Background: an optimization exercise with open tools, aiming at small area, a short achievable clock period and few clock cycles per item. Do not read the settings as production practice. Only simulation tests tie the RTL to the original design; equivalence was not proved.

==> flow/design.v <==
module Milestone1 (
		input logic Clock,
		input logic Resetn,
		input logic Start,
		output logic Stop,
		output logic   [17:0]   SRAM_address,
		output logic   [15:0]   SRAM_write_data,
		output logic            SRAM_we_n,
		input  logic   [15:0]   SRAM_read_data
);
logic        running;       
logic        vrow;          
logic [4:0]  ph;            
logic [6:0]  c;             
logic [14:0] w;             
logic [2:0]  rdp;           
logic [17:0] rgb;           
logic        lastrow;       
logic        we;            
assign SRAM_we_n = ~we;
logic        a_rd, a_wr, a_isy, a_isv, a_yb;    
logic [1:0]  a_k;
logic        k_odd, k_ybus, k_sh, k_ldu, k_ldv;
logic [5:0]  k_src;         
logic [2:0]  k_wsel;        
logic        fle76, fe77, fe78, fe79;    
wire c79     = fe79;
wire wrap    = ((ph == 5'd9) & ~c79) | (ph == 5'd16);
wire last_wr = running & lastrow & c79 & (ph == 5'd10);
wire [4:0] phN  = wrap ? 5'd0 : ph + 5'd1;
wire [6:0] cN   = wrap ? (c79 ? 7'd0 : c + 7'd1) : c;
wire       vrN  = (wrap & c79) ? 1'b0 : vrow;
wire nle76 = wrap ? ((c <= 7'd75) | c79) : fle76;
wire ne77  = wrap ? (c == 7'd76) : fe77;
wire ne78  = wrap ? fe77 : fe78;
wire ne79  = wrap ? fe78 : fe79;
logic        d_rd, d_wr, d_isy, d_isv, d_yb, d_odd, d_ybus, d_sh, d_ldu, d_ldv, d_ldo;
logic [1:0]  d_k;
logic [5:0]  d_src;
logic [2:0]  d_wsel;
always_comb begin
	logic real_r, le76, le77, le78, e77, e78, e79, upre, vpre, dupn;
	real_r = ~vrN;
	le76 = nle76; le77 = nle76 | ne77; le78 = le77 | ne78;
	e77 = ne77; e78 = ne78; e79 = ne79;
	upre = (real_r & le77) | (e78 & ~lastrow);
	vpre = (real_r & le76) | (e77 & ~lastrow);
	dupn = ~le77;
	d_rd = 1'b0; d_wr = 1'b0; d_isy = 1'b0; d_isv = 1'b0; d_yb = 1'b0; d_k = 2'd0;
	d_odd = 1'b0; d_sh = 1'b0; d_ldu = 1'b0; d_ldv = 1'b0; d_ldo = 1'b0; d_src = 6'd0; d_wsel = 3'd0;
	case (phN)
		5'd0: begin d_rd = upre; d_k = 2'd2; end
		5'd1: begin d_rd = real_r; d_isy = 1'b1; d_yb = 1'b1; end
		5'd2, 5'd3, 5'd4, 5'd7, 5'd8, 5'd9: d_wr = real_r;
		5'd5: begin d_rd = vpre; d_isv = 1'b1; d_k = 2'd3; end
		5'd6: begin
			if (e79) begin d_rd = ~lastrow; d_isv = 1'b1; d_k = 2'd2; end
			else begin d_rd = real_r & le78; d_isy = 1'b1; d_k = 2'd1; end
		end
		5'd10: begin d_rd = ~lastrow; d_k = 2'd2; end
		5'd11: begin d_rd = ~lastrow; d_isv = 1'b1; d_k = 2'd3; end
		5'd13: begin d_rd = ~lastrow; d_isy = 1'b1; d_k = 2'd1; end
		default: ;
	endcase
	d_odd = (phN == 5'd1) | (phN == 5'd6);
	d_ybus = (phN == 5'd4) | (phN == 5'd9) | (e79 & (phN == 5'd16));
	d_ldo = (phN == 5'd1) | (phN == 5'd2) | (phN == 5'd6) | (phN == 5'd7);
	d_wsel[0] = (phN == 5'd2) | (phN == 5'd7);
	d_wsel[1] = (phN == 5'd3) | (phN == 5'd8);
	d_wsel[2] = (phN == 5'd4) | (phN == 5'd9);
	if (e79 & (phN >= 5'd5)) begin
		d_sh = 1'b1;
		case (phN)
			5'd5, 5'd13: d_src = 6'b000001;
			5'd11, 5'd15: d_src = 6'b000010;
			5'd6: d_src = 6'b000100;
			5'd12, 5'd16: d_src = 6'b001000;
			5'd14: d_src = 6'b010000;
			default: d_src = 6'b100000;
		endcase
	end else begin
		case (phN)
			5'd3: begin d_sh = 1'b1; d_src = dupn ? 6'b100000 : 6'b000001; end
			5'd4: begin d_sh = 1'b1; d_src = dupn ? 6'b100000 : 6'b010000; end
			5'd8: begin d_sh = 1'b1; d_src = dupn ? 6'b100000 : 6'b000010; end
			5'd9: begin d_sh = 1'b1; d_src = dupn ? 6'b100000 : 6'b001000; end
			default: ;
		endcase
	end
	d_ldu = ((phN == 5'd4) & upre) | (e79 & (phN == 5'd14));
	d_ldv = ((phN == 5'd9) & vpre) | (e79 & ((phN == 5'd12) | (phN == 5'd15)));
end
wire [17:0] a_x = a_isy ? {{2{vrow}}, w, 1'b0} : {{3{vrow}}, w};
logic [17:0] a_c;
always_comb begin
	case ({a_isy, a_isv, a_k[0]})
		3'b100: a_c = 18'd1;            
		3'b101: a_c = 18'd2;            
		3'b010: a_c = 18'd57602;
		3'b011: a_c = 18'd57603;
		default: a_c = 18'd38402;
	endcase
end
wire [17:0] a_ad = a_x + a_c;
wire go = running & ~last_wr;
always_ff @(posedge Clock or negedge Resetn) begin
	if (~Resetn) begin
		running <= 1'b0; vrow <= 1'b1; ph <= 5'd4; c <= 7'd77; w <= 15'h7ffd;
		fle76 <= 1'b0; fe77 <= 1'b1; fe78 <= 1'b0; fe79 <= 1'b0;
		rgb <= 18'd146944;
		SRAM_address <= 18'd0; we <= 1'b0; Stop <= 1'b0;
	end else begin
		if (Start) running <= 1'b1;
		Stop <= running & lastrow & c79 & (ph == 5'd9);
		if (running) begin
			ph <= phN; c <= cN; vrow <= vrN;
			fle76 <= nle76; fe77 <= ne77; fe78 <= ne78; fe79 <= ne79;
			if (wrap) w <= w + 15'd1;
		end
		if (last_wr) begin
			running <= 1'b0; vrow <= 1'b1; ph <= 5'd4; c <= 7'd77; w <= 15'h7ffd;
			fle76 <= 1'b0; fe77 <= 1'b1; fe78 <= 1'b0; fe79 <= 1'b0;
		end
		we <= a_wr;
		SRAM_address <= a_rd ? a_ad : rgb;
		if (a_wr) rgb <= rgb + 18'd1;
		if (~running) rgb <= 18'd146944;
	end
end
always_ff @(posedge Clock) begin
	lastrow <= ~vrow & (w >= 15'd19120);
	a_rd <= go & d_rd; a_wr <= go & d_wr; a_isy <= d_isy; a_isv <= d_isv; a_yb <= d_yb; a_k <= d_k;
	k_odd <= d_odd; k_ybus <= d_ybus; k_sh <= go & d_sh; k_ldu <= go & d_ldu; k_ldv <= go & d_ldv;
	k_src <= d_src; k_wsel <= d_wsel;
	rdp <= {rdp[1:0], a_rd};
end
logic [15:0] D;                  
logic [7:0]  pu_hi, pu_lo, pv_hi, pv_lo;
logic [7:0]  ch [0:10];          
logic [9:0]  vhold;              
logic [22:0] yt;                 
logic [8:0]  cu, cv;             
logic [10:0] cu3, cv3;           
logic        nu, nv;
logic [7:0]  b0;
always_ff @(posedge Clock) begin
	if (rdp[2]) D <= SRAM_read_data;
end
logic [7:0] chin;
always_comb begin
	chin = ({8{k_src[0]}} & pv_hi) | ({8{k_src[1]}} & pv_lo) | ({8{k_src[2]}} & pu_hi)
	     | ({8{k_src[3]}} & pu_lo) | ({8{k_src[4]}} & D[15:8]) | ({8{k_src[5]}} & ch[1]);
end
integer i;
always_ff @(posedge Clock) begin
	if (k_sh) begin
		ch[0] <= chin;
		for (i = 1; i <= 10; i = i + 1) ch[i] <= ch[i-1];
	end
	if (k_ldu) begin pu_hi <= D[15:8]; pu_lo <= D[7:0]; end
	if (k_ldv) begin pv_hi <= D[15:8]; pv_lo <= D[7:0]; end
end
logic [8:0] fA, fB, fC;
always_ff @(posedge Clock) begin
	fA <= {1'b0, ch[9]} + {1'b0, chin};
	fB <= {1'b0, ch[7]} + {1'b0, ch[1]};
	fC <= {1'b0, ch[5]} + {1'b0, ch[3]} + 9'd1;
end
wire fl_1 = fA[5] ^ fA[3] ^ fA[1];
wire fl_2 = (fA[5] & fA[3]) | (fA[5] & fA[1]) | (fA[3] & fA[1]);
wire fl_3 = fA[6] ^ fA[4] ^ fA[2];
wire fl_4 = (fA[6] & fA[4]) | (fA[6] & fA[2]) | (fA[4] & fA[2]);
wire fl_5 = ~fB[0] ^ fB[3];
wire fl_6 = ~fB[0] & fB[3];
wire fl_7 = fA[7] ^ fA[5] ^ fA[3];
wire fl_8 = (fA[7] & fA[5]) | (fA[7] & fA[3]) | (fA[5] & fA[3]);
wire fl_9 = ~fB[1] ^ fB[4] ^ fB[5];
wire fl_10 = (~fB[1] & fB[4]) | (~fB[1] & fB[5]) | (fB[4] & fB[5]);
wire fl_11 = fC[0] ^ fC[2];
wire fl_12 = fC[0] & fC[2];
wire fl_13 = fA[8] ^ fA[6] ^ fA[4];
wire fl_14 = (fA[8] & fA[6]) | (fA[8] & fA[4]) | (fA[6] & fA[4]);
wire fl_15 = ~fB[2] ^ fB[5] ^ fB[6];
wire fl_16 = (~fB[2] & fB[5]) | (~fB[2] & fB[6]) | (fB[5] & fB[6]);
wire fl_17 = fC[1] ^ fC[3] ^ ~fC[8];
wire fl_18 = (fC[1] & fC[3]) | (fC[1] & ~fC[8]) | (fC[3] & ~fC[8]);
wire fl_19 = fA[7] ^ fA[5] ^ ~fB[3];
wire fl_20 = (fA[7] & fA[5]) | (fA[7] & ~fB[3]) | (fA[5] & ~fB[3]);
wire fl_21 = fB[6] ^ fB[7] ^ fC[2];
wire fl_22 = (fB[6] & fB[7]) | (fB[6] & fC[2]) | (fB[7] & fC[2]);
wire fl_23 = fC[4] ^ 1'b1;
wire fl_24 = fC[4] & 1'b1;
wire fl_25 = fA[8] ^ fA[6] ^ ~fB[4];
wire fl_26 = (fA[8] & fA[6]) | (fA[8] & ~fB[4]) | (fA[6] & ~fB[4]);
wire fl_27 = fB[7] ^ fB[8] ^ fC[3];
wire fl_28 = (fB[7] & fB[8]) | (fB[7] & fC[3]) | (fB[8] & fC[3]);
wire fl_29 = fC[5] ^ 1'b1;
wire fl_30 = fC[5] & 1'b1;
wire fl_31 = fA[7] ^ ~fB[5] ^ fB[8];
wire fl_32 = (fA[7] & ~fB[5]) | (fA[7] & fB[8]) | (~fB[5] & fB[8]);
wire fl_33 = fC[4] ^ fC[6];
wire fl_34 = fC[4] & fC[6];
wire fl_35 = fA[8] ^ ~fB[6];
wire fl_36 = fA[8] & ~fB[6];
wire fl_37 = fA[3] ^ fA[1];
wire fl_38 = fA[3] & fA[1];
wire fl_39 = fA[4] ^ fA[2] ^ fA[0];
wire fl_40 = (fA[4] & fA[2]) | (fA[4] & fA[0]) | (fA[2] & fA[0]);
wire fl_41 = fB[1] ^ fB[2];
wire fl_42 = fB[1] & fB[2];
wire fl_43 = fl_1 ^ fB[2] ^ fB[3];
wire fl_44 = (fl_1 & fB[2]) | (fl_1 & fB[3]) | (fB[2] & fB[3]);
wire fl_45 = fC[0] ^ ~fC[5] ^ 1'b1;
wire fl_46 = (fC[0] & ~fC[5]) | (fC[0] & 1'b1) | (~fC[5] & 1'b1);
wire fl_47 = fl_2 ^ fl_3 ^ fl_5;
wire fl_48 = (fl_2 & fl_3) | (fl_2 & fl_5) | (fl_3 & fl_5);
wire fl_49 = fB[4] ^ fC[1] ^ ~fC[6];
wire fl_50 = (fB[4] & fC[1]) | (fB[4] & ~fC[6]) | (fC[1] & ~fC[6]);
wire fl_51 = fl_4 ^ fl_6 ^ fl_7;
wire fl_52 = (fl_4 & fl_6) | (fl_4 & fl_7) | (fl_6 & fl_7);
wire fl_53 = fl_9 ^ fl_11 ^ ~fC[7];
wire fl_54 = (fl_9 & fl_11) | (fl_9 & ~fC[7]) | (fl_11 & ~fC[7]);
wire fl_55 = fl_8 ^ fl_10 ^ fl_12;
wire fl_56 = (fl_8 & fl_10) | (fl_8 & fl_12) | (fl_10 & fl_12);
wire fl_57 = fl_13 ^ fl_15 ^ fl_17;
wire fl_58 = (fl_13 & fl_15) | (fl_13 & fl_17) | (fl_15 & fl_17);
wire fl_59 = fl_14 ^ fl_16 ^ fl_18;
wire fl_60 = (fl_14 & fl_16) | (fl_14 & fl_18) | (fl_16 & fl_18);
wire fl_61 = fl_19 ^ fl_21 ^ fl_23;
wire fl_62 = (fl_19 & fl_21) | (fl_19 & fl_23) | (fl_21 & fl_23);
wire fl_63 = fl_20 ^ fl_22 ^ fl_24;
wire fl_64 = (fl_20 & fl_22) | (fl_20 & fl_24) | (fl_22 & fl_24);
wire fl_65 = fl_25 ^ fl_27 ^ fl_29;
wire fl_66 = (fl_25 & fl_27) | (fl_25 & fl_29) | (fl_27 & fl_29);
wire fl_67 = fl_26 ^ fl_28 ^ fl_30;
wire fl_68 = (fl_26 & fl_28) | (fl_26 & fl_30) | (fl_28 & fl_30);
wire fl_69 = fl_31 ^ fl_33 ^ 1'b1;
wire fl_70 = (fl_31 & fl_33) | (fl_31 & 1'b1) | (fl_33 & 1'b1);
wire fl_71 = fl_32 ^ fl_34 ^ fl_35;
wire fl_72 = (fl_32 & fl_34) | (fl_32 & fl_35) | (fl_34 & fl_35);
wire fl_73 = fC[5] ^ fC[7] ^ 1'b1;
wire fl_74 = (fC[5] & fC[7]) | (fC[5] & 1'b1) | (fC[7] & 1'b1);
wire fl_75 = fl_36 ^ ~fB[7] ^ fC[6];
wire fl_76 = (fl_36 & ~fB[7]) | (fl_36 & fC[6]) | (~fB[7] & fC[6]);
wire fl_77 = fC[8] ^ 1'b1;
wire fl_78 = fC[8] & 1'b1;
wire fl_79 = ~fB[8] ^ fC[7];
wire fl_80 = ~fB[8] & fC[7];
wire fl_81 = fA[2] ^ fA[0];
wire fl_82 = fA[2] & fA[0];
wire fl_83 = fl_37 ^ fB[0] ^ fB[1];
wire fl_84 = (fl_37 & fB[0]) | (fl_37 & fB[1]) | (fB[0] & fB[1]);
wire fl_85 = fl_38 ^ fl_39 ^ fl_41;
wire fl_86 = (fl_38 & fl_39) | (fl_38 & fl_41) | (fl_39 & fl_41);
wire fl_87 = fl_40 ^ fl_42 ^ fl_43;
wire fl_88 = (fl_40 & fl_42) | (fl_40 & fl_43) | (fl_42 & fl_43);
wire fl_89 = fl_44 ^ fl_46 ^ fl_47;
wire fl_90 = (fl_44 & fl_46) | (fl_44 & fl_47) | (fl_46 & fl_47);
wire fl_91 = fl_48 ^ fl_50 ^ fl_51;
wire fl_92 = (fl_48 & fl_50) | (fl_48 & fl_51) | (fl_50 & fl_51);
wire fl_93 = fl_52 ^ fl_54 ^ fl_55;
wire fl_94 = (fl_52 & fl_54) | (fl_52 & fl_55) | (fl_54 & fl_55);
wire fl_95 = fl_56 ^ fl_58 ^ fl_59;
wire fl_96 = (fl_56 & fl_58) | (fl_56 & fl_59) | (fl_58 & fl_59);
wire fl_97 = fl_60 ^ fl_62 ^ fl_63;
wire fl_98 = (fl_60 & fl_62) | (fl_60 & fl_63) | (fl_62 & fl_63);
wire fl_99 = fl_64 ^ fl_66 ^ fl_67;
wire fl_100 = (fl_64 & fl_66) | (fl_64 & fl_67) | (fl_66 & fl_67);
wire fl_101 = fl_68 ^ fl_70 ^ fl_71;
wire fl_102 = (fl_68 & fl_70) | (fl_68 & fl_71) | (fl_70 & fl_71);
wire fl_103 = fl_72 ^ fl_74 ^ fl_75;
wire fl_104 = (fl_72 & fl_74) | (fl_72 & fl_75) | (fl_74 & fl_75);
wire fl_105 = fl_76 ^ fl_78 ^ fl_79;
wire fl_106 = (fl_76 & fl_78) | (fl_76 & fl_79) | (fl_78 & fl_79);
wire fl_107 = fA[1] ^ ~fC[1];
wire fl_108 = fA[1] & ~fC[1];
wire fl_109 = fl_81 ^ fB[0] ^ ~fC[2];
wire fl_110 = (fl_81 & fB[0]) | (fl_81 & ~fC[2]) | (fB[0] & ~fC[2]);
wire fl_111 = fl_82 ^ fl_83 ^ ~fC[3];
wire fl_112 = (fl_82 & fl_83) | (fl_82 & ~fC[3]) | (fl_83 & ~fC[3]);
wire fl_113 = fl_84 ^ fl_85 ^ ~fC[4];
wire fl_114 = (fl_84 & fl_85) | (fl_84 & ~fC[4]) | (fl_85 & ~fC[4]);
wire fl_115 = fl_86 ^ fl_87 ^ fl_45;
wire fl_116 = (fl_86 & fl_87) | (fl_86 & fl_45) | (fl_87 & fl_45);
wire fl_117 = fl_88 ^ fl_89 ^ fl_49;
wire fl_118 = (fl_88 & fl_89) | (fl_88 & fl_49) | (fl_89 & fl_49);
wire fl_119 = fl_90 ^ fl_91 ^ fl_53;
wire fl_120 = (fl_90 & fl_91) | (fl_90 & fl_53) | (fl_91 & fl_53);
wire fl_121 = fl_92 ^ fl_93 ^ fl_57;
wire fl_122 = (fl_92 & fl_93) | (fl_92 & fl_57) | (fl_93 & fl_57);
wire fl_123 = fl_94 ^ fl_95 ^ fl_61;
wire fl_124 = (fl_94 & fl_95) | (fl_94 & fl_61) | (fl_95 & fl_61);
wire fl_125 = fl_96 ^ fl_97 ^ fl_65;
wire fl_126 = (fl_96 & fl_97) | (fl_96 & fl_65) | (fl_97 & fl_65);
wire fl_127 = fl_98 ^ fl_99 ^ fl_69;
wire fl_128 = (fl_98 & fl_99) | (fl_98 & fl_69) | (fl_99 & fl_69);
wire fl_129 = fl_100 ^ fl_101 ^ fl_73;
wire fl_130 = (fl_100 & fl_101) | (fl_100 & fl_73) | (fl_101 & fl_73);
wire fl_131 = fl_102 ^ fl_103 ^ fl_77;
wire fl_132 = (fl_102 & fl_103) | (fl_102 & fl_77) | (fl_103 & fl_77);
wire fl_133 = fl_104 ^ fl_105 ^ 1'b1;
wire fl_134 = (fl_104 & fl_105) | (fl_104 & 1'b1) | (fl_105 & 1'b1);
wire fl_135 = fl_106 ^ fl_80 ^ fC[8];
wire fl_136 = (fl_106 & fl_80) | (fl_106 & fC[8]) | (fl_80 & fC[8]);
wire [18:0] fl_a = {1'b1, 1'b1, fl_136, fl_134, fl_132, fl_130, fl_128, fl_126, fl_124, fl_122, fl_120, fl_118, fl_116, fl_114, fl_112, fl_110, fl_108, fl_107, fA[0]};
wire [18:0] fl_b = {1'b0, 1'b0, 1'b1, fl_135, fl_133, fl_131, fl_129, fl_127, fl_125, fl_123, fl_121, fl_119, fl_117, fl_115, fl_113, fl_111, fl_109, 1'b1, ~fC[0]};
wire [8:0]  fl_lo = {1'b0, fl_a[7:0]} + {1'b0, fl_b[7:0]};
logic [10:0] fa, fb;
logic        fc8;
always_ff @(posedge Clock) begin
	fa <= fl_a[18:8]; fb <= fl_b[18:8]; fc8 <= fl_lo[8];
end
wire [10:0] fs = fa + fb + {10'd0, fc8};
wire [9:0]  fr = {fs[10], fs[8:0]};    
wire [10:0] f3 = {2'd0, fr[8:0]} + {1'b0, fr[8:0], 1'b0};
wire [7:0]  eu = ch[6], ev = ch[7];
wire [8:0]  vsel = k_odd ? vhold[8:0] : {1'b0, ev};
wire [10:0] vs3 = {2'd0, vsel} + {1'b0, vsel, 1'b0};
wire [10:0] eu3 = {3'd0, eu} + {2'd0, eu, 1'b0};
logic [7:0] Yv;
always_ff @(posedge Clock) begin
	Yv <= k_ybus ? SRAM_read_data[15:8] : D[7:0];
end
wire ym_1 = Yv[5] ^ Yv[3];
wire ym_2 = Yv[5] & Yv[3];
wire ym_3 = Yv[6] ^ Yv[4] ^ Yv[2];
wire ym_4 = (Yv[6] & Yv[4]) | (Yv[6] & Yv[2]) | (Yv[4] & Yv[2]);
wire ym_5 = Yv[7] ^ Yv[5] ^ Yv[3];
wire ym_6 = (Yv[7] & Yv[5]) | (Yv[7] & Yv[3]) | (Yv[5] & Yv[3]);
wire ym_7 = Yv[6] ^ Yv[4] ^ Yv[1];
wire ym_8 = (Yv[6] & Yv[4]) | (Yv[6] & Yv[1]) | (Yv[4] & Yv[1]);
wire ym_9 = Yv[7] ^ Yv[5];
wire ym_10 = Yv[7] & Yv[5];
wire ym_11 = Yv[6] ^ Yv[3];
wire ym_12 = Yv[6] & Yv[3];
wire ym_13 = ~Yv[7] ^ Yv[0];
wire ym_14 = ~Yv[7] & Yv[0];
wire ym_15 = Yv[3] ^ Yv[1];
wire ym_16 = Yv[3] & Yv[1];
wire ym_17 = Yv[4] ^ Yv[2] ^ Yv[0];
wire ym_18 = (Yv[4] & Yv[2]) | (Yv[4] & Yv[0]) | (Yv[2] & Yv[0]);
wire ym_19 = ym_1 ^ Yv[1] ^ 1'b1;
wire ym_20 = (ym_1 & Yv[1]) | (ym_1 & 1'b1) | (Yv[1] & 1'b1);
wire ym_21 = ym_2 ^ ym_3 ^ 1'b1;
wire ym_22 = (ym_2 & ym_3) | (ym_2 & 1'b1) | (ym_3 & 1'b1);
wire ym_23 = ym_4 ^ ym_5 ^ Yv[0];
wire ym_24 = (ym_4 & ym_5) | (ym_4 & Yv[0]) | (ym_5 & Yv[0]);
wire ym_25 = ym_6 ^ ym_7 ^ 1'b1;
wire ym_26 = (ym_6 & ym_7) | (ym_6 & 1'b1) | (ym_7 & 1'b1);
wire ym_27 = ym_8 ^ ym_9 ^ Yv[2];
wire ym_28 = (ym_8 & ym_9) | (ym_8 & Yv[2]) | (ym_9 & Yv[2]);
wire ym_29 = ym_10 ^ ym_11 ^ 1'b1;
wire ym_30 = (ym_10 & ym_11) | (ym_10 & 1'b1) | (ym_11 & 1'b1);
wire ym_31 = ym_12 ^ Yv[7] ^ Yv[4];
wire ym_32 = (ym_12 & Yv[7]) | (ym_12 & Yv[4]) | (Yv[7] & Yv[4]);
wire [22:0] ym_a = {1'b0, Yv[7], Yv[6], ym_32, ym_30, ym_28, ym_26, ym_24, ym_22, ym_20, ym_18, ym_16, ym_15, Yv[2], ym_14, ym_13, ~Yv[6], ~Yv[5], ~Yv[4], ~Yv[3], ~Yv[2], ~Yv[1], ~Yv[0]};
wire [22:0] ym_b = {1'b0, 1'b0, 1'b0, Yv[5], ym_31, ym_29, ym_27, ym_25, ym_23, ym_21, ym_19, ym_17, 1'b1, Yv[0], Yv[1], 1'b1, 1'b0, 1'b1, 1'b1, 1'b0, 1'b0, 1'b0, 1'b1};
wire [22:0] ytn = ym_a + ym_b;
always_ff @(posedge Clock) begin
	vhold <= fr;
	yt <= ytn;
	if (k_odd) begin
		cu <= fr[8:0]; cu3 <= f3; nu <= fr[9];
		cv <= vhold[8:0]; cv3 <= vs3; nv <= vhold[9];
	end else begin
		cu <= {1'b0, eu}; cu3 <= eu3; nu <= 1'b0;
		cv <= {1'b0, ev}; cv3 <= vs3; nv <= 1'b0;
	end
end
wire clr_1 = yt[5] ^ cv3[7];
wire clr_2 = yt[5] & cv3[7];
wire clr_3 = yt[6] ^ cv3[8] ^ cv[1];
wire clr_4 = (yt[6] & cv3[8]) | (yt[6] & cv[1]) | (cv3[8] & cv[1]);
wire clr_5 = yt[7] ^ cv3[9] ^ cv[2];
wire clr_6 = (yt[7] & cv3[9]) | (yt[7] & cv[2]) | (cv3[9] & cv[2]);
wire clr_7 = yt[8] ^ cv3[10] ^ cv[3];
wire clr_8 = (yt[8] & cv3[10]) | (yt[8] & cv[3]) | (cv3[10] & cv[3]);
wire clr_9 = yt[9] ^ cv3[0] ^ cv[4];
wire clr_10 = (yt[9] & cv3[0]) | (yt[9] & cv[4]) | (cv3[0] & cv[4]);
wire clr_11 = yt[10] ^ cv3[1] ^ cv[5];
wire clr_12 = (yt[10] & cv3[1]) | (yt[10] & cv[5]) | (cv3[1] & cv[5]);
wire clr_13 = yt[11] ^ cv3[2];
wire clr_14 = yt[11] & cv3[2];
wire clr_15 = yt[12] ^ cv3[3] ^ cv[7];
wire clr_16 = (yt[12] & cv3[3]) | (yt[12] & cv[7]) | (cv3[3] & cv[7]);
wire clr_17 = yt[13] ^ cv3[0] ^ cv3[4];
wire clr_18 = (yt[13] & cv3[0]) | (yt[13] & cv3[4]) | (cv3[0] & cv3[4]);
wire clr_19 = yt[14] ^ cv3[1];
wire clr_20 = yt[14] & cv3[1];
wire clr_21 = yt[15] ^ cv3[2] ^ cv3[6];
wire clr_22 = (yt[15] & cv3[2]) | (yt[15] & cv3[6]) | (cv3[2] & cv3[6]);
wire clr_23 = yt[16] ^ cv3[3] ^ cv3[7];
wire clr_24 = (yt[16] & cv3[3]) | (yt[16] & cv3[7]) | (cv3[3] & cv3[7]);
wire clr_25 = yt[17] ^ cv3[4];
wire clr_26 = yt[17] & cv3[4];
wire clr_27 = yt[18] ^ cv3[5] ^ cv3[9];
wire clr_28 = (yt[18] & cv3[5]) | (yt[18] & cv3[9]) | (cv3[5] & cv3[9]);
wire clr_29 = yt[19] ^ cv3[6];
wire clr_30 = yt[19] & cv3[6];
wire clr_31 = yt[2] ^ cv3[4];
wire clr_32 = yt[2] & cv3[4];
wire clr_33 = yt[3] ^ cv3[5] ^ cv[1];
wire clr_34 = (yt[3] & cv3[5]) | (yt[3] & cv[1]) | (cv3[5] & cv[1]);
wire clr_35 = yt[4] ^ cv3[6] ^ cv[2];
wire clr_36 = (yt[4] & cv3[6]) | (yt[4] & cv[2]) | (cv3[6] & cv[2]);
wire clr_37 = clr_1 ^ cv[0] ^ cv[3];
wire clr_38 = (clr_1 & cv[0]) | (clr_1 & cv[3]) | (cv[0] & cv[3]);
wire clr_39 = clr_2 ^ clr_3 ^ cv[4];
wire clr_40 = (clr_2 & clr_3) | (clr_2 & cv[4]) | (clr_3 & cv[4]);
wire clr_41 = clr_4 ^ clr_5 ^ cv[5];
wire clr_42 = (clr_4 & clr_5) | (clr_4 & cv[5]) | (clr_5 & cv[5]);
wire clr_43 = clr_6 ^ clr_7 ^ cv[6];
wire clr_44 = (clr_6 & clr_7) | (clr_6 & cv[6]) | (clr_7 & cv[6]);
wire clr_45 = clr_8 ^ clr_9 ^ cv[7];
wire clr_46 = (clr_8 & clr_9) | (clr_8 & cv[7]) | (clr_9 & cv[7]);
wire clr_47 = clr_10 ^ clr_11 ^ cv[8];
wire clr_48 = (clr_10 & clr_11) | (clr_10 & cv[8]) | (clr_11 & cv[8]);
wire clr_49 = clr_12 ^ clr_13 ^ cv[6];
wire clr_50 = (clr_12 & clr_13) | (clr_12 & cv[6]) | (clr_13 & cv[6]);
wire clr_51 = clr_14 ^ clr_15 ^ 1'b1;
wire clr_52 = (clr_14 & clr_15) | (clr_14 & 1'b1) | (clr_15 & 1'b1);
wire clr_53 = clr_16 ^ clr_17 ^ cv[8];
wire clr_54 = (clr_16 & clr_17) | (clr_16 & cv[8]) | (clr_17 & cv[8]);
wire clr_55 = clr_18 ^ clr_19 ^ cv3[5];
wire clr_56 = (clr_18 & clr_19) | (clr_18 & cv3[5]) | (clr_19 & cv3[5]);
wire clr_57 = clr_20 ^ clr_21 ^ 1'b1;
wire clr_58 = (clr_20 & clr_21) | (clr_20 & 1'b1) | (clr_21 & 1'b1);
wire clr_59 = clr_22 ^ clr_23 ^ 1'b1;
wire clr_60 = (clr_22 & clr_23) | (clr_22 & 1'b1) | (clr_23 & 1'b1);
wire clr_61 = clr_24 ^ clr_25 ^ cv3[8];
wire clr_62 = (clr_24 & clr_25) | (clr_24 & cv3[8]) | (clr_25 & cv3[8]);
wire clr_63 = clr_26 ^ clr_27 ^ 1'b1;
wire clr_64 = (clr_26 & clr_27) | (clr_26 & 1'b1) | (clr_27 & 1'b1);
wire clr_65 = clr_28 ^ clr_29 ^ cv3[10];
wire clr_66 = (clr_28 & clr_29) | (clr_28 & cv3[10]) | (clr_29 & cv3[10]);
wire clr_67 = clr_30 ^ yt[20] ^ cv3[7];
wire clr_68 = (clr_30 & yt[20]) | (clr_30 & cv3[7]) | (yt[20] & cv3[7]);
wire clr_69 = yt[21] ^ cv3[8];
wire clr_70 = yt[21] & cv3[8];
wire clr_71 = yt[22] ^ cv3[9] ^ 1'b1;
wire clr_72 = (yt[22] & cv3[9]) | (yt[22] & 1'b1) | (cv3[9] & 1'b1);
wire clr_73 = cv3[10] ^ 1'b1;
wire clr_74 = cv3[10] & 1'b1;
wire [27:0] clr_a = {1'b1, clr_74, clr_72, clr_70, clr_68, clr_66, clr_64, clr_62, clr_60, clr_58, clr_56, clr_54, clr_52, clr_50, clr_48, clr_46, clr_44, clr_42, clr_40, clr_38, clr_36, clr_34, clr_32, clr_31, yt[1], yt[0], cv3[1], cv3[0]};
wire [27:0] clr_b = {1'b0, 1'b1, clr_73, clr_71, clr_69, clr_67, clr_65, clr_63, clr_61, clr_59, clr_57, clr_55, clr_53, clr_51, clr_49, clr_47, clr_45, clr_43, clr_41, clr_39, clr_37, clr_35, clr_33, cv[0], cv3[3], cv3[2], 1'b0, 1'b0};
wire [27:0] Rs = clr_a + clr_b;
wire clg_1 = yt[3] ^ ~cu3[2];
wire clg_2 = yt[3] & ~cu3[2];
wire clg_3 = yt[4] ^ ~cu3[3];
wire clg_4 = yt[4] & ~cu3[3];
wire clg_5 = yt[5] ^ ~cu3[4];
wire clg_6 = yt[5] & ~cu3[4];
wire clg_7 = yt[6] ^ ~cu3[5];
wire clg_8 = yt[6] & ~cu3[5];
wire clg_9 = yt[9] ^ ~cu3[8];
wire clg_10 = yt[9] & ~cu3[8];
wire clg_11 = yt[10] ^ ~cu3[9] ^ ~cu[2];
wire clg_12 = (yt[10] & ~cu3[9]) | (yt[10] & ~cu[2]) | (~cu3[9] & ~cu[2]);
wire clg_13 = ~cv[0] ^ ~cv[7];
wire clg_14 = ~cv[0] & ~cv[7];
wire clg_15 = yt[11] ^ ~cu3[0] ^ ~cu3[10];
wire clg_16 = (yt[11] & ~cu3[0]) | (yt[11] & ~cu3[10]) | (~cu3[0] & ~cu3[10]);
wire clg_17 = ~cu[3] ^ ~cv[1] ^ ~cv[8];
wire clg_18 = (~cu[3] & ~cv[1]) | (~cu[3] & ~cv[8]) | (~cv[1] & ~cv[8]);
wire clg_19 = yt[12] ^ ~cu3[1] ^ ~cu[4];
wire clg_20 = (yt[12] & ~cu3[1]) | (yt[12] & ~cu[4]) | (~cu3[1] & ~cu[4]);
wire clg_21 = ~cv3[0] ^ ~cv[2];
wire clg_22 = ~cv3[0] & ~cv[2];
wire clg_23 = yt[13] ^ ~cu3[2] ^ ~cu[5];
wire clg_24 = (yt[13] & ~cu3[2]) | (yt[13] & ~cu[5]) | (~cu3[2] & ~cu[5]);
wire clg_25 = ~cv3[1] ^ ~cv[3] ^ 1'b1;
wire clg_26 = (~cv3[1] & ~cv[3]) | (~cv3[1] & 1'b1) | (~cv[3] & 1'b1);
wire clg_27 = yt[14] ^ ~cu3[3] ^ ~cu[6];
wire clg_28 = (yt[14] & ~cu3[3]) | (yt[14] & ~cu[6]) | (~cu3[3] & ~cu[6]);
wire clg_29 = ~cv3[2] ^ ~cv[4];
wire clg_30 = ~cv3[2] & ~cv[4];
wire clg_31 = yt[15] ^ ~cu3[4] ^ ~cu[7];
wire clg_32 = (yt[15] & ~cu3[4]) | (yt[15] & ~cu[7]) | (~cu3[4] & ~cu[7]);
wire clg_33 = ~cv3[3] ^ ~cv[5];
wire clg_34 = ~cv3[3] & ~cv[5];
wire clg_35 = yt[16] ^ ~cu3[5] ^ ~cu[8];
wire clg_36 = (yt[16] & ~cu3[5]) | (yt[16] & ~cu[8]) | (~cu3[5] & ~cu[8]);
wire clg_37 = ~cv3[4] ^ ~cv[6] ^ 1'b1;
wire clg_38 = (~cv3[4] & ~cv[6]) | (~cv3[4] & 1'b1) | (~cv[6] & 1'b1);
wire clg_39 = yt[17] ^ ~cu3[6] ^ ~cv3[5];
wire clg_40 = (yt[17] & ~cu3[6]) | (yt[17] & ~cv3[5]) | (~cu3[6] & ~cv3[5]);
wire clg_41 = yt[18] ^ ~cu3[7] ^ ~cv3[6];
wire clg_42 = (yt[18] & ~cu3[7]) | (yt[18] & ~cv3[6]) | (~cu3[7] & ~cv3[6]);
wire clg_43 = yt[1] ^ ~cu3[0];
wire clg_44 = yt[1] & ~cu3[0];
wire clg_45 = yt[2] ^ ~cu3[1];
wire clg_46 = yt[2] & ~cu3[1];
wire clg_47 = clg_1 ^ ~cv[0] ^ ~cv[5];
wire clg_48 = (clg_1 & ~cv[0]) | (clg_1 & ~cv[5]) | (~cv[0] & ~cv[5]);
wire clg_49 = clg_2 ^ clg_3 ^ ~cv[1];
wire clg_50 = (clg_2 & clg_3) | (clg_2 & ~cv[1]) | (clg_3 & ~cv[1]);
wire clg_51 = clg_4 ^ clg_5 ^ ~cv[2];
wire clg_52 = (clg_4 & clg_5) | (clg_4 & ~cv[2]) | (clg_5 & ~cv[2]);
wire clg_53 = clg_6 ^ clg_7 ^ ~cv[3];
wire clg_54 = (clg_6 & clg_7) | (clg_6 & ~cv[3]) | (clg_7 & ~cv[3]);
wire clg_55 = clg_8 ^ yt[7] ^ ~cu3[6];
wire clg_56 = (clg_8 & yt[7]) | (clg_8 & ~cu3[6]) | (yt[7] & ~cu3[6]);
wire clg_57 = yt[8] ^ ~cu3[7] ^ ~cu[0];
wire clg_58 = (yt[8] & ~cu3[7]) | (yt[8] & ~cu[0]) | (~cu3[7] & ~cu[0]);
wire clg_59 = clg_9 ^ ~cu[1] ^ ~cv[6];
wire clg_60 = (clg_9 & ~cu[1]) | (clg_9 & ~cv[6]) | (~cu[1] & ~cv[6]);
wire clg_61 = clg_10 ^ clg_11 ^ clg_13;
wire clg_62 = (clg_10 & clg_11) | (clg_10 & clg_13) | (clg_11 & clg_13);
wire clg_63 = clg_12 ^ clg_14 ^ clg_15;
wire clg_64 = (clg_12 & clg_14) | (clg_12 & clg_15) | (clg_14 & clg_15);
wire clg_65 = clg_16 ^ clg_18 ^ clg_19;
wire clg_66 = (clg_16 & clg_18) | (clg_16 & clg_19) | (clg_18 & clg_19);
wire clg_67 = clg_20 ^ clg_22 ^ clg_23;
wire clg_68 = (clg_20 & clg_22) | (clg_20 & clg_23) | (clg_22 & clg_23);
wire clg_69 = clg_24 ^ clg_26 ^ clg_27;
wire clg_70 = (clg_24 & clg_26) | (clg_24 & clg_27) | (clg_26 & clg_27);
wire clg_71 = clg_28 ^ clg_30 ^ clg_31;
wire clg_72 = (clg_28 & clg_30) | (clg_28 & clg_31) | (clg_30 & clg_31);
wire clg_73 = clg_32 ^ clg_34 ^ clg_35;
wire clg_74 = (clg_32 & clg_34) | (clg_32 & clg_35) | (clg_34 & clg_35);
wire clg_75 = clg_36 ^ clg_38 ^ clg_39;
wire clg_76 = (clg_36 & clg_38) | (clg_36 & clg_39) | (clg_38 & clg_39);
wire clg_77 = clg_40 ^ clg_41 ^ ~cv[8];
wire clg_78 = (clg_40 & clg_41) | (clg_40 & ~cv[8]) | (clg_41 & ~cv[8]);
wire clg_79 = clg_42 ^ yt[19] ^ ~cu3[8];
wire clg_80 = (clg_42 & yt[19]) | (clg_42 & ~cu3[8]) | (yt[19] & ~cu3[8]);
wire clg_81 = yt[20] ^ ~cu3[9] ^ ~cv3[8];
wire clg_82 = (yt[20] & ~cu3[9]) | (yt[20] & ~cv3[8]) | (~cu3[9] & ~cv3[8]);
wire clg_83 = yt[21] ^ ~cu3[10];
wire clg_84 = yt[21] & ~cu3[10];
wire clg_85 = yt[22] ^ ~cv3[10];
wire clg_86 = yt[22] & ~cv3[10];
wire clg_87 = clg_43 ^ ~cv[3];
wire clg_88 = clg_43 & ~cv[3];
wire clg_89 = clg_44 ^ clg_45 ^ ~cv[4];
wire clg_90 = (clg_44 & clg_45) | (clg_44 & ~cv[4]) | (clg_45 & ~cv[4]);
wire clg_91 = clg_46 ^ clg_47 ^ 1'b1;
wire clg_92 = (clg_46 & clg_47) | (clg_46 & 1'b1) | (clg_47 & 1'b1);
wire clg_93 = clg_48 ^ clg_49 ^ ~cv[6];
wire clg_94 = (clg_48 & clg_49) | (clg_48 & ~cv[6]) | (clg_49 & ~cv[6]);
wire clg_95 = clg_50 ^ clg_51 ^ ~cv[7];
wire clg_96 = (clg_50 & clg_51) | (clg_50 & ~cv[7]) | (clg_51 & ~cv[7]);
wire clg_97 = clg_52 ^ clg_53 ^ ~cv[8];
wire clg_98 = (clg_52 & clg_53) | (clg_52 & ~cv[8]) | (clg_53 & ~cv[8]);
wire clg_99 = clg_54 ^ clg_55 ^ ~cv[4];
wire clg_100 = (clg_54 & clg_55) | (clg_54 & ~cv[4]) | (clg_55 & ~cv[4]);
wire clg_101 = clg_56 ^ clg_57 ^ ~cv[5];
wire clg_102 = (clg_56 & clg_57) | (clg_56 & ~cv[5]) | (clg_57 & ~cv[5]);
wire clg_103 = clg_58 ^ clg_59 ^ 1'b1;
wire clg_104 = (clg_58 & clg_59) | (clg_58 & 1'b1) | (clg_59 & 1'b1);
wire clg_105 = clg_60 ^ clg_61 ^ 1'b1;
wire clg_106 = (clg_60 & clg_61) | (clg_60 & 1'b1) | (clg_61 & 1'b1);
wire clg_107 = clg_62 ^ clg_63 ^ clg_17;
wire clg_108 = (clg_62 & clg_63) | (clg_62 & clg_17) | (clg_63 & clg_17);
wire clg_109 = clg_64 ^ clg_65 ^ clg_21;
wire clg_110 = (clg_64 & clg_65) | (clg_64 & clg_21) | (clg_65 & clg_21);
wire clg_111 = clg_66 ^ clg_67 ^ clg_25;
wire clg_112 = (clg_66 & clg_67) | (clg_66 & clg_25) | (clg_67 & clg_25);
wire clg_113 = clg_68 ^ clg_69 ^ clg_29;
wire clg_114 = (clg_68 & clg_69) | (clg_68 & clg_29) | (clg_69 & clg_29);
wire clg_115 = clg_70 ^ clg_71 ^ clg_33;
wire clg_116 = (clg_70 & clg_71) | (clg_70 & clg_33) | (clg_71 & clg_33);
wire clg_117 = clg_72 ^ clg_73 ^ clg_37;
wire clg_118 = (clg_72 & clg_73) | (clg_72 & clg_37) | (clg_73 & clg_37);
wire clg_119 = clg_74 ^ clg_75 ^ ~cv[7];
wire clg_120 = (clg_74 & clg_75) | (clg_74 & ~cv[7]) | (clg_75 & ~cv[7]);
wire clg_121 = clg_76 ^ clg_77 ^ 1'b1;
wire clg_122 = (clg_76 & clg_77) | (clg_76 & 1'b1) | (clg_77 & 1'b1);
wire clg_123 = clg_78 ^ clg_79 ^ ~cv3[7];
wire clg_124 = (clg_78 & clg_79) | (clg_78 & ~cv3[7]) | (clg_79 & ~cv3[7]);
wire clg_125 = clg_80 ^ clg_81 ^ 1'b1;
wire clg_126 = (clg_80 & clg_81) | (clg_80 & 1'b1) | (clg_81 & 1'b1);
wire clg_127 = clg_82 ^ clg_83 ^ ~cv3[9];
wire clg_128 = (clg_82 & clg_83) | (clg_82 & ~cv3[9]) | (clg_83 & ~cv3[9]);
wire clg_129 = clg_84 ^ clg_85 ^ 1'b1;
wire clg_130 = (clg_84 & clg_85) | (clg_84 & 1'b1) | (clg_85 & 1'b1);
wire [27:0] clg_a = {1'b1, 1'b1, clg_130, clg_128, clg_126, clg_124, clg_122, clg_120, clg_118, clg_116, clg_114, clg_112, clg_110, clg_108, clg_106, clg_104, clg_102, clg_100, clg_98, clg_96, clg_94, clg_92, clg_90, clg_88, clg_87, yt[0], ~cv[1], ~cv[0]};
wire [27:0] clg_b = {1'b0, 1'b0, clg_86, clg_129, clg_127, clg_125, clg_123, clg_121, clg_119, clg_117, clg_115, clg_113, clg_111, clg_109, clg_107, clg_105, clg_103, clg_101, clg_99, clg_97, clg_95, clg_93, clg_91, clg_89, 1'b1, ~cv[2], 1'b0, 1'b1};
wire [27:0] Gs = clg_a + clg_b;
wire clb_1 = yt[8] ^ cu[0] ^ cu[3];
wire clb_2 = (yt[8] & cu[0]) | (yt[8] & cu[3]) | (cu[0] & cu[3]);
wire clb_3 = yt[9] ^ cu[1] ^ cu[4];
wire clb_4 = (yt[9] & cu[1]) | (yt[9] & cu[4]) | (cu[1] & cu[4]);
wire clb_5 = yt[10] ^ cu[2] ^ cu[5];
wire clb_6 = (yt[10] & cu[2]) | (yt[10] & cu[5]) | (cu[2] & cu[5]);
wire clb_7 = yt[11] ^ cu[3] ^ cu[6];
wire clb_8 = (yt[11] & cu[3]) | (yt[11] & cu[6]) | (cu[3] & cu[6]);
wire clb_9 = yt[5] ^ cu[0];
wire clb_10 = yt[5] & cu[0];
wire clb_11 = yt[6] ^ cu[1] ^ cu3[5];
wire clb_12 = (yt[6] & cu[1]) | (yt[6] & cu3[5]) | (cu[1] & cu3[5]);
wire clb_13 = yt[7] ^ cu[2] ^ cu3[6];
wire clb_14 = (yt[7] & cu[2]) | (yt[7] & cu3[6]) | (cu[2] & cu3[6]);
wire clb_15 = clb_1 ^ cu3[7] ^ cu3[10];
wire clb_16 = (clb_1 & cu3[7]) | (clb_1 & cu3[10]) | (cu3[7] & cu3[10]);
wire clb_17 = clb_2 ^ clb_3 ^ cu3[8];
wire clb_18 = (clb_2 & clb_3) | (clb_2 & cu3[8]) | (clb_3 & cu3[8]);
wire clb_19 = clb_4 ^ clb_5 ^ cu3[9];
wire clb_20 = (clb_4 & clb_5) | (clb_4 & cu3[9]) | (clb_5 & cu3[9]);
wire clb_21 = clb_6 ^ clb_7 ^ cu3[10];
wire clb_22 = (clb_6 & clb_7) | (clb_6 & cu3[10]) | (clb_7 & cu3[10]);
wire clb_23 = clb_8 ^ yt[12] ^ cu[4];
wire clb_24 = (clb_8 & yt[12]) | (clb_8 & cu[4]) | (yt[12] & cu[4]);
wire clb_25 = yt[13] ^ cu[5];
wire clb_26 = yt[13] & cu[5];
wire clb_27 = yt[1] ^ cu3[0];
wire clb_28 = yt[1] & cu3[0];
wire clb_29 = yt[2] ^ cu3[1] ^ cu3[4];
wire clb_30 = (yt[2] & cu3[1]) | (yt[2] & cu3[4]) | (cu3[1] & cu3[4]);
wire clb_31 = yt[3] ^ cu3[2] ^ cu3[5];
wire clb_32 = (yt[3] & cu3[2]) | (yt[3] & cu3[5]) | (cu3[2] & cu3[5]);
wire clb_33 = yt[4] ^ cu3[3] ^ cu3[6];
wire clb_34 = (yt[4] & cu3[3]) | (yt[4] & cu3[6]) | (cu3[3] & cu3[6]);
wire clb_35 = clb_9 ^ cu3[4] ^ cu3[7];
wire clb_36 = (clb_9 & cu3[4]) | (clb_9 & cu3[7]) | (cu3[4] & cu3[7]);
wire clb_37 = clb_10 ^ clb_11 ^ cu3[8];
wire clb_38 = (clb_10 & clb_11) | (clb_10 & cu3[8]) | (clb_11 & cu3[8]);
wire clb_39 = clb_12 ^ clb_13 ^ cu3[9];
wire clb_40 = (clb_12 & clb_13) | (clb_12 & cu3[9]) | (clb_13 & cu3[9]);
wire clb_41 = clb_14 ^ clb_15 ^ 1'b1;
wire clb_42 = (clb_14 & clb_15) | (clb_14 & 1'b1) | (clb_15 & 1'b1);
wire clb_43 = clb_16 ^ clb_17 ^ 1'b1;
wire clb_44 = (clb_16 & clb_17) | (clb_16 & 1'b1) | (clb_17 & 1'b1);
wire clb_45 = clb_18 ^ clb_19 ^ 1'b1;
wire clb_46 = (clb_18 & clb_19) | (clb_18 & 1'b1) | (clb_19 & 1'b1);
wire clb_47 = clb_20 ^ clb_21 ^ 1'b1;
wire clb_48 = (clb_20 & clb_21) | (clb_20 & 1'b1) | (clb_21 & 1'b1);
wire clb_49 = clb_22 ^ clb_23 ^ cu[7];
wire clb_50 = (clb_22 & clb_23) | (clb_22 & cu[7]) | (clb_23 & cu[7]);
wire clb_51 = clb_24 ^ clb_25 ^ cu[8];
wire clb_52 = (clb_24 & clb_25) | (clb_24 & cu[8]) | (clb_25 & cu[8]);
wire clb_53 = clb_26 ^ yt[14] ^ cu[6];
wire clb_54 = (clb_26 & yt[14]) | (clb_26 & cu[6]) | (yt[14] & cu[6]);
wire clb_55 = yt[15] ^ cu[0] ^ cu[7];
wire clb_56 = (yt[15] & cu[0]) | (yt[15] & cu[7]) | (cu[0] & cu[7]);
wire clb_57 = yt[16] ^ cu[1] ^ cu[8];
wire clb_58 = (yt[16] & cu[1]) | (yt[16] & cu[8]) | (cu[1] & cu[8]);
wire clb_59 = yt[17] ^ cu[2];
wire clb_60 = yt[17] & cu[2];
wire clb_61 = yt[18] ^ cu[3];
wire clb_62 = yt[18] & cu[3];
wire clb_63 = yt[19] ^ cu[4] ^ 1'b1;
wire clb_64 = (yt[19] & cu[4]) | (yt[19] & 1'b1) | (cu[4] & 1'b1);
wire clb_65 = yt[20] ^ cu[5] ^ 1'b1;
wire clb_66 = (yt[20] & cu[5]) | (yt[20] & 1'b1) | (cu[5] & 1'b1);
wire clb_67 = yt[21] ^ cu[6] ^ 1'b1;
wire clb_68 = (yt[21] & cu[6]) | (yt[21] & 1'b1) | (cu[6] & 1'b1);
wire clb_69 = yt[22] ^ cu[7];
wire clb_70 = yt[22] & cu[7];
wire clb_71 = cu[8] ^ 1'b1;
wire clb_72 = cu[8] & 1'b1;
wire [27:0] clb_a = {1'b1, clb_72, clb_70, clb_68, clb_66, clb_64, clb_62, clb_60, clb_58, clb_56, clb_54, clb_52, clb_50, clb_48, clb_46, clb_44, clb_42, clb_40, clb_38, clb_36, clb_34, clb_32, clb_30, clb_28, clb_27, yt[0], cu3[1], cu3[0]};
wire [27:0] clb_b = {1'b0, 1'b1, clb_71, clb_69, clb_67, clb_65, clb_63, clb_61, clb_59, clb_57, clb_55, clb_53, clb_51, clb_49, clb_47, clb_45, clb_43, clb_41, clb_39, clb_37, clb_35, clb_33, clb_31, clb_29, cu3[3], cu3[2], 1'b0, 1'b0};
wire [27:0] Bs = clb_a + clb_b;
logic [37:0] o;                  
always_ff @(posedge Clock) o <= {Rs[27:16], Gs[27:16], Bs[27:16], nu, nv};
function automatic [7:0] clip(input logic [11:0] x, input logic z);
	clip = (z | x[11]) ? 8'd0 : (|x[10:8]) ? 8'd255 : x[7:0];
endfunction
wire [7:0] oR = clip(o[37:26], o[0]), oG = clip(o[25:14], o[1] | o[0]), oB = clip(o[13:2], o[1]);
logic [15:0] gb;
always_ff @(posedge Clock) begin
	b0 <= oB;
	gb <= {oG, oB};
	SRAM_write_data <= ({16{k_wsel[0]}} & {oR, oG}) | ({16{k_wsel[1]}} & {b0, oR})
	                 | ({16{k_wsel[2]}} & gb);
end
endmodule
==> flow/flow/run.sh <==
#!/bin/bash
set -euo pipefail
export SETUP_SLACK_MARGIN=9.3
export TNS_END_PERCENT=10
export BUFFER_PORTS_ARGS="-buffer_cell sky130_fd_sc_hd__buf_2"
bash standard.sh > standard.log 2>&1
==> flow/standard.sh <==
#!/bin/bash
# synth_recipe.tcl (not shown) runs the flow's synth.tcl, then flattens the netlist and writes it again
# the make line also repeats each setting of config.mk as NAME=value (left out here)
make -C /OpenROAD-flow-scripts/flow DESIGN_CONFIG=/design/flow/config.mk WORK_HOME=/design/flow/orfs CLKGATE_MAP_FILE= SYNTH_SCRIPT=/design/flow/synth_recipe.tcl "${@:-finish}"
==> flow/config.mk <==
export PLATFORM = sky130hd
export DESIGN_NAME = Milestone1
export DESIGN_NICKNAME = Milestone1
export VERILOG_FILES = /design/flow/design.v
export SDC_FILE = /design/flow/constraint.sdc
export NUM_CORES = 4
export LEC_CHECK = 0
export CAP_MARGIN = 20
export CORE_MARGIN = 2
export CORE_UTILIZATION = 30
export CTS_CLUSTER_DIAMETER = 140
export CTS_CLUSTER_SIZE = 24
export PLACE_DENSITY = 0.5
export SLEW_MARGIN = 20
==> flow/constraint.sdc <==
create_clock -name core_clock -period 13.0 [get_ports {Clock}]
set_input_delay 2.6000 -clock core_clock [delete_from_list [all_inputs] [get_ports {Clock}]]
set_output_delay 2.6000 -clock core_clock [all_outputs]
set_load 0.01 [all_outputs]
==> results.sh <==
export IMPL_status="finished clean"
export IMPL_slowest_stage="dfrtp_1"
export IMPL_end_kind="primary output"
export IMPL_holdPathStages=0
export IMPL_antenna_found_initial=0
export IMPL_yosys_top_cells_area="dfxtp_1 18%, edfxtp_1 16%, fa_1 13%, ha_1 12%, inv_1 5.3%"
export IMPL_grt_pass1_vias=16800
export IMPL_crit_path_cell_trace="buf_2"
export IMPL_area_delta_synth_final_pct=9.31
export IMPL_hp_class="reg -> reg"
export IMPL_synth_top_cell_area_share_pct=17.8
export IMPL_synth_net_count=2686
export IMPL_fp_dieW_um=290
export IMPL_syn_cell_area_sq_mm=0.0246
export IMPL_r2r_slack_ns=9.35
export IMPL_met3_usage_pct=1.06
export IMPL_synth_cells_most_frequent="346 x inv_1, 242 x ha_1, 219 x dfxtp_1"
export IMPL_io_buffer_count=54
export IMPL_final_min_clock_period_ns=3.73
export IMPL_vias=16100
export IMPL_synth_edf_count=128
export IMPL_finClkSkew_ns=0.0252
export IMPL_critPathMaxStageDelay_ns=0.41
export IMPL_fin_ws_ns=9.27
export IMPL_synth_most_common_cell="inv_1"
export IMPL_cts_buffer_depth=3
export IMPL_seq_area_frac_synth_pct=40.9
export IMPL_start_kind="flop"
export IMPL_reg2reg_from="yt[11]"
export IMPL_grt_max_degree=81
export IMPL_synthCells=2268
export IMPL_n_antenna_cell=0
export IMPL_hold_viol_final=0
export IMPL_crit_buf_inv=1
export IMPL_cts_tree="built"
export IMPL_synth_cell_types=88
export IMPL_cts_sinks=418
export IMPL_cts_buffers=21
export IMPL_worstPathArrival_ns=1.13
export IMPL_worstPathRequired_ns=10.40
export IMPL_post_route_util_pct=33.2
export IMPL_fin_nets=2725
export IMPL_grt_remaining_overflow=0
export IMPL_via_per_inst=4.76
export IMPL_worst_pin_slew_ns=1.03
export IMPL_critPathTopFamily="flip-flops"
export IMPL_htreeDepth=1
export IMPL_ant_nets=0
export IMPL_synthFlopType="dfxtp_1"
export IMPL_crit_type="reg -> out"
export IMPL_grtUsageMet1_pct=18.2
export IMPL_rsz0062_at_grt="yes"
export IMPL_async_reset_ff_share_pct=17.0
export IMPL_use_met2_pct=25.1
export IMPL_drc=0
export IMPL_wl_mm=58.9
export IMPL_maxCapViolations=0
export IMPL_grt_busiest_layer="met2"
export IMPL_synth_avg_cell_area_sq_um=10.8
export IMPL_reg2reg_depth=13
export IMPL_clkSlewWorstSetupHoldPaths_ns=0.10
export IMPL_grt_pass1_wl_mm=94.2
export IMPL_setup_violations=0
export IMPL_ios=55
export IMPL_yosysWarnings=2
export IMPL_holdPathEnd="rdp[2]"
export IMPL_dr_first_iter_drc_count=782
export IMPL_min_from="rdp[1]"
export IMPL_route_detailed_wl_per_inst_um=17.4
export IMPL_max_freq_mhz=268
export IMPL_dr_pass1_iters=5
export IMPL_cts_hold_buf=0
export IMPL_grt_usage_pct=13.9
export IMPL_fin_crit_sh_pct=28.7
export IMPL_ys_ff_latch=418
export IMPL_dieArea_sq_mm=0.0842
export IMPL_clock_latency_ns=0.58
export IMPL_gp_congestion=0.896
export IMPL_critPathLaunch="SRAM_address[17]"
export IMPL_r2r_end="o[12]"
export IMPL_drive_gt1_share_pct=10.1
export IMPL_fin_tns_setup_ns=0
export IMPL_row_count=104
export IMPL_path_max_fanout=1
export IMPL_root_buffer="clkbuf_16"
export IMPL_start_util_pct=30.4
export IMPL_relSlewSlack_pct=31.5
export IMPL_place_ws_ns=8.90
export IMPL_core_area_sq_mm=0.0808
export IMPL_dp_hpwl_mm=46.8
export IMPL_yosys_area_top_type="dfxtp_1"
export IMPL_slew_violations=0
export IMPL_die_height_um=290
-- through the flow --
step	area [sq um]	cells	hold WS (ns)
2_1_floorplan	24600	2268	0.310
3_3_place_gp	26000	3332	0.316
3_5_place_dp	26000	3332	0.318
4_1_cts	26600	3368	0.339
5_1_grt	26900	3379	0.353
6_report	26900	3379	0.333
-- layout by cell type, fill, tap and decap left out, types with 27 or more instances in the layout --
cell type / count
a21o_1: 41
a21oi_1: 110
dfstp_2: 27
o21a_1: 30
fa_1: 156
nand3_1: 49
buf_2: 54
nor2_1: 101
o21ai_0: 74
nand2_1: 104
dfrtp_1: 44
xor2_1: 54
xnor2_1: 68
dfxtp_1: 195
edfxtp_1: 128
a22oi_1: 33
inv_1: 342
ha_1: 237
mux2_2: 39
-- state kept, by name, summed over array words and instances (netlist names), 11 cells and up --
| register | count |
|---|---|
| ch | 80 |
| o | 38 |
| yt | 23 |
| SRAM_address | 18 |
| rgb | 18 |
| D | 16 |
| SRAM_write_data | 16 |
| gb | 16 |
| w | 15 |
| cv3 | 11 |
-- layer usage --
| metal | share of wire (%) | vias up |
|---|---|---|
| met1 | 46 | 7948 |
| met3 | 2.7 | 69 |
| met2 | 49 | 240 |
| li1 | - | 7812 |
| met4 | 2.2 | 0 |
| met5 | 0 | - |
-- cells by family (layout without fill, tap and decap cells) --
logic type,count (synthesis),after routing,synth area share [%]
AND/OR/NAND/NOR,422,422,8.68
XOR/XNOR,124,124,4.45
adder cells (fa/ha/maj),399,399,25.1
flip-flops,418,418,40.9
AO/OA/AOI/OAI,451,451,12.4
buffers and inverters,402,453,6.21
multiplexers,52,52,2.32
-- worst max path at each step --
stage	end	depth (start not counted)
detailed placement	o[23]	12
global route	o[31]	12
CTS	o[21]	13
finish	SRAM_address[17]	1
floorplan	o[8]	13
global placement	o[23]	12
-- cell type report --
cell class	instances	area, sq um
Inverter	347	1300
Timing Repair Buffer	71	405
Multi-Input combinational cell	1448	13200
Fill cell	8060	53900
Sequential cell	418	10100
Clock buffer	32	567
Tap cell	1060	1330
Clock inverter	3	26.3
-- what timing repair did --
| item | CTS | global route |
|---|---|---|
| pin swaps | 1 | 13 |
| resized for setup | 14 | 49 |
| buffers inserted | 1 | 9 |
| endpoints found under the setup margin | 36 | 44 |
Testbench counts, summed over its fixed seeds: cycles 774,832, frames 4.

[re-timing with driven ports]
In the flow no input, the clock included, has a driving cell. The finished layout below was timed again as built, in two steps. Step 1: set_driving_cell puts a clkbuf_16 on Clock and a buf_2 on each other input, an assumption about the parent block. Step 2, shift: input delay + t, output delay - t, t = (earliest + latest rising clock arrival at the registers) / 2. This alone moves slack from input paths to output paths. Slacks: no drivers / after step 1 / after step 2; pairs: no drivers / after step 1.
t, ns: 0.623
setup WS [ns]: 9.265 / 9.204 / 9.354
hold WS [ns]: 0.333 / 0.333 / 0.333
cell pins on the clock port's net: 1
After both steps this run still meets setup and hold. For this run, drivers alone change the setup slack by -0.061 ns; drivers and shift together by +0.089 ns.
